What follows belongs to an exercise in optimizing a design on an open flow for small area; a production flow would make more cautious choices.
In this exercise RTL edits were held to simulation tests only and were not proved equivalent to the original.
Power figures rest on the tool's default switching activity, not on a simulated workload.

Design lights, start of the top module:
module lights(
    input clk,
    input rst,
    input rx,
    output tx,
    output [2*12-1:0] leds
    );
clock: 10.0 ns
lec_check: 0
cap_margin: 20
core_margin: 2
core_utilization: 70
slew_margin: 20
standard.sh (not shown) runs the stock make flow with config.mk's settings and CLKGATE_MAP_FILE= SYNTH_SCRIPT=/design/flow/synth_recipe.tcl, a recipe that flattens the netlist after the stock synthesis.
==> flow/flow/run.sh <==
#!/bin/bash
# The standard layout (standard.sh) with two changes:
#  - synthesis maps the logic with an area-oriented ABC script (flow/area.abc)
#    in place of ORFS's speed script; the standard flow's synthesis script is otherwise
#    used as is (same flip-flop mapping and register names);
#  - clock tree synthesis uses clkbuf_8 leaf clusters of at most 18 sinks and
#    no dummy loads.
# The make output goes to flow.log; ORFS keeps each step's log in orfs/logs.
set -euo pipefail
here=$(pwd)
cat > "$here/area_synth.tcl" <<TCL
proc abc {args} {
    set i [lsearch -exact \$args -script]
    if {\$i >= 0} { lset args [expr {\$i + 1}] $here/flow/area.abc }
    yosys abc {*}\$args
}
source $here/synth_recipe.tcl
TCL
sed "s#SYNTH_SCRIPT=[^ ]*#SYNTH_SCRIPT=$here/area_synth.tcl#" standard.sh > area_standard.sh
export CTS_ARGS="-sink_clustering_enable -repair_clock_nets -dont_use_dummy_load -buf_list sky130_fd_sc_hd__clkbuf_8 -sink_clustering_size 18 -sink_clustering_max_diameter 50"
bash area_standard.sh > flow.log 2>&1
==> flow/flow/area.abc <==
strash
dch -f
map -a
mfs2
strash
dch -f
map -a
mfs2
strash
dch -f
map -a
topo
Change:
==> flow/flow/run.sh (replaced) <==
#!/bin/bash
# The standard layout (standard.sh) with three changes:
#  - synthesis maps the logic with an area-oriented ABC script (flow/area.abc)
#    in place of ORFS's speed script; the standard flow's synthesis script is otherwise
#    used as is (same flip-flop mapping and register names);
#  - ports are buffered with buf_1 (BUFFER_PORTS_ARGS);
#  - clock tree synthesis uses clkbuf_8 leaf clusters of at most 18 sinks
#    within 60 um and no dummy loads.
# The make output goes to flow.log; ORFS keeps each step's log in orfs/logs.
set -euo pipefail
here=$(pwd)
cat > "$here/area_synth.tcl" <<TCL
proc abc {args} {
    set i [lsearch -exact \$args -script]
    if {\$i >= 0} { lset args [expr {\$i + 1}] $here/flow/area.abc }
    yosys abc {*}\$args
}
source $here/synth_recipe.tcl
TCL
sed "s#SYNTH_SCRIPT=[^ ]*#SYNTH_SCRIPT=$here/area_synth.tcl#" standard.sh > area_standard.sh
export CTS_ARGS="-sink_clustering_enable -repair_clock_nets -dont_use_dummy_load -buf_list sky130_fd_sc_hd__clkbuf_8 -sink_clustering_size 18 -sink_clustering_max_diameter 60"
export BUFFER_PORTS_ARGS="-buffer_cell sky130_fd_sc_hd__buf_1"
bash area_standard.sh > flow.log 2>&1
==> flow/flow/area.abc (replaced) <==
strash
&get -n
&deepsyn -T 60
&put
dc2
strash
dch -f
map -a
mfs2
strash
dc2
strash
dch -f
map -a
mfs2
strash
dc2
dch -f
map -a
topo
Outcome:
- The changed run ran to the end with no violations
- synthesized area fell slightly
- core utilization fell by 0.92 points
- routed wire length fell by a few percent
- final area fell slightly
- via count fell by a few percent
- fmax fell slightly
Change:
==> flow/flow/run.sh (replaced) <==
#!/bin/bash
# The standard layout (standard.sh) with two changes:
#  - synthesis maps the logic with an area-oriented ABC script (flow/area.abc)
#    in place of ORFS's speed script; the standard flow's synthesis script is otherwise
#    used as is (same flip-flop mapping and register names);
#  - ports are buffered with buf_1 (BUFFER_PORTS_ARGS);
#  - clock tree synthesis uses clkbuf_8 leaf clusters of at most 18 sinks and
#    no dummy loads.
# The make output goes to flow.log; ORFS keeps each step's log in orfs/logs.
set -euo pipefail
here=$(pwd)
cat > "$here/area_synth.tcl" <<TCL
proc abc {args} {
    set i [lsearch -exact \$args -script]
    if {\$i >= 0} { lset args [expr {\$i + 1}] $here/flow/area.abc }
    yosys abc {*}\$args
}
source $here/synth_recipe.tcl
TCL
sed "s#SYNTH_SCRIPT=[^ ]*#SYNTH_SCRIPT=$here/area_synth.tcl#" standard.sh > area_standard.sh
export CTS_ARGS="-sink_clustering_enable -repair_clock_nets -dont_use_dummy_load -buf_list sky130_fd_sc_hd__clkbuf_8 -sink_clustering_size 18 -sink_clustering_max_diameter 50"
export BUFFER_PORTS_ARGS="-buffer_cell sky130_fd_sc_hd__buf_1"
bash area_standard.sh > flow.log 2>&1
Result: Area after synthesis stays the same. Total power rises by 1.4%. Combinational power hardly moves. Non-clock buffer count does not change. Cell area rises by 0.36%. Setup slack degrades by 0.036 ns. Fmax falls by 0.46%. Wire length rises by 1.6%.
Change:
--- a/flow/flow/run.sh
+++ b/flow/flow/run.sh
@@ -4,5 +4,4 @@
 #    in place of ORFS's speed script; the standard flow's synthesis script is otherwise
 #    used as is (same flip-flop mapping and register names);
-#  - ports are buffered with buf_1 (BUFFER_PORTS_ARGS);
 #  - clock tree synthesis uses clkbuf_8 leaf clusters of at most 18 sinks and
 #    no dummy loads.
@@ -19,5 +18,4 @@
 TCL
 sed "s#SYNTH_SCRIPT=[^ ]*#SYNTH_SCRIPT=$here/area_synth.tcl#" standard.sh > area_standard.sh
-export CTS_ARGS="-sink_clustering_enable -repair_clock_nets -dont_use_dummy_load -buf_list sky130_fd_sc_hd__clkbuf_8 -sink_clustering_size 18 -sink_clustering_max_diameter 50"
-export BUFFER_PORTS_ARGS="-buffer_cell sky130_fd_sc_hd__buf_1"
+export CTS_ARGS="-sink_clustering_enable -repair_clock_nets -dont_use_dummy_load -buf_list sky130_fd_sc_hd__clkbuf_8 -sink_clustering_size 20 -sink_clustering_max_diameter 45"
 bash area_standard.sh > flow.log 2>&1
==> flow/flow/area.abc (replaced) <==
strash
dch -f
map -a
mfs2
strash
dch -f
map -a
mfs2
strash
dch -f
map -a
topo
Power climbs by 3.1%.
Synthesized area climbs by 0.98%.
Sequential power climbs by about 0.9%.
Via count climbs by 3.8%.
Cell area climbs by 1.3%.
Worst setup slack gets better by 0.067 ns.
Change:
--- a/flow/flow/run.sh
+++ b/flow/flow/run.sh
@@ -4,4 +4,5 @@
 #    in place of ORFS's speed script; the standard flow's synthesis script is otherwise
 #    used as is (same flip-flop mapping and register names);
+#  - ports are buffered with buf_1 (BUFFER_PORTS_ARGS);
 #  - clock tree synthesis uses clkbuf_8 leaf clusters of at most 18 sinks and
 #    no dummy loads.
@@ -18,4 +19,5 @@
 TCL
 sed "s#SYNTH_SCRIPT=[^ ]*#SYNTH_SCRIPT=$here/area_synth.tcl#" standard.sh > area_standard.sh
-export CTS_ARGS="-sink_clustering_enable -repair_clock_nets -dont_use_dummy_load -buf_list sky130_fd_sc_hd__clkbuf_8 -sink_clustering_size 20 -sink_clustering_max_diameter 45"
+export CTS_ARGS="-sink_clustering_enable -repair_clock_nets -dont_use_dummy_load -buf_list sky130_fd_sc_hd__clkbuf_8 -sink_clustering_size 16 -sink_clustering_max_diameter 65"
+export BUFFER_PORTS_ARGS="-buffer_cell sky130_fd_sc_hd__buf_1"
 bash area_standard.sh > flow.log 2>&1
==> flow/flow/area.abc (replaced) <==
strash
&get -n
&deepsyn -T 60
&put
dc2
strash
dch -f
map -a
mfs2
strash
dc2
strash
dch -f
map -a
mfs2
strash
dc2
dch -f
map -a
topo
What happened: Clock-buffer cell count is lower by 8. Worst setup slack is worse by 0.063 ns. Register-to-register slack improves by 0.16 ns. Synthesized cell count came out lower by about 2.6%.

## re-timing with driven ports
In the flow no input, the clock included, has a driving cell. The finished layouts below were timed again as built, in two steps.
Step 1 sets driving cells, clkbuf_16 on the clock port and buf_2 on the other inputs (assumed; they add their load-dependent delay and slew).
Step 2 also shifts input and output timing later by t, the mid clock arrival at the registers, as if the neighbouring blocks saw the same clock.
a / b / c = no drivers / after step 1 / after step 2; a / b = the first two.
run	shift t [ns]	setup WS [ns]	pins driven straight from the clock port
the first run	0.794	2.121 / 2.062 / 2.856	1
the second run	0.780	2.060 / 2.003 / 2.783	1
the third run	0.784	2.024 / 1.965 / 2.749	1
the fourth run	0.790	2.091 / 2.032 / 2.822	1
the fifth run	0.808	2.028 / 1.961 / 2.769	1
After both steps setup and hold are still met in every run listed.
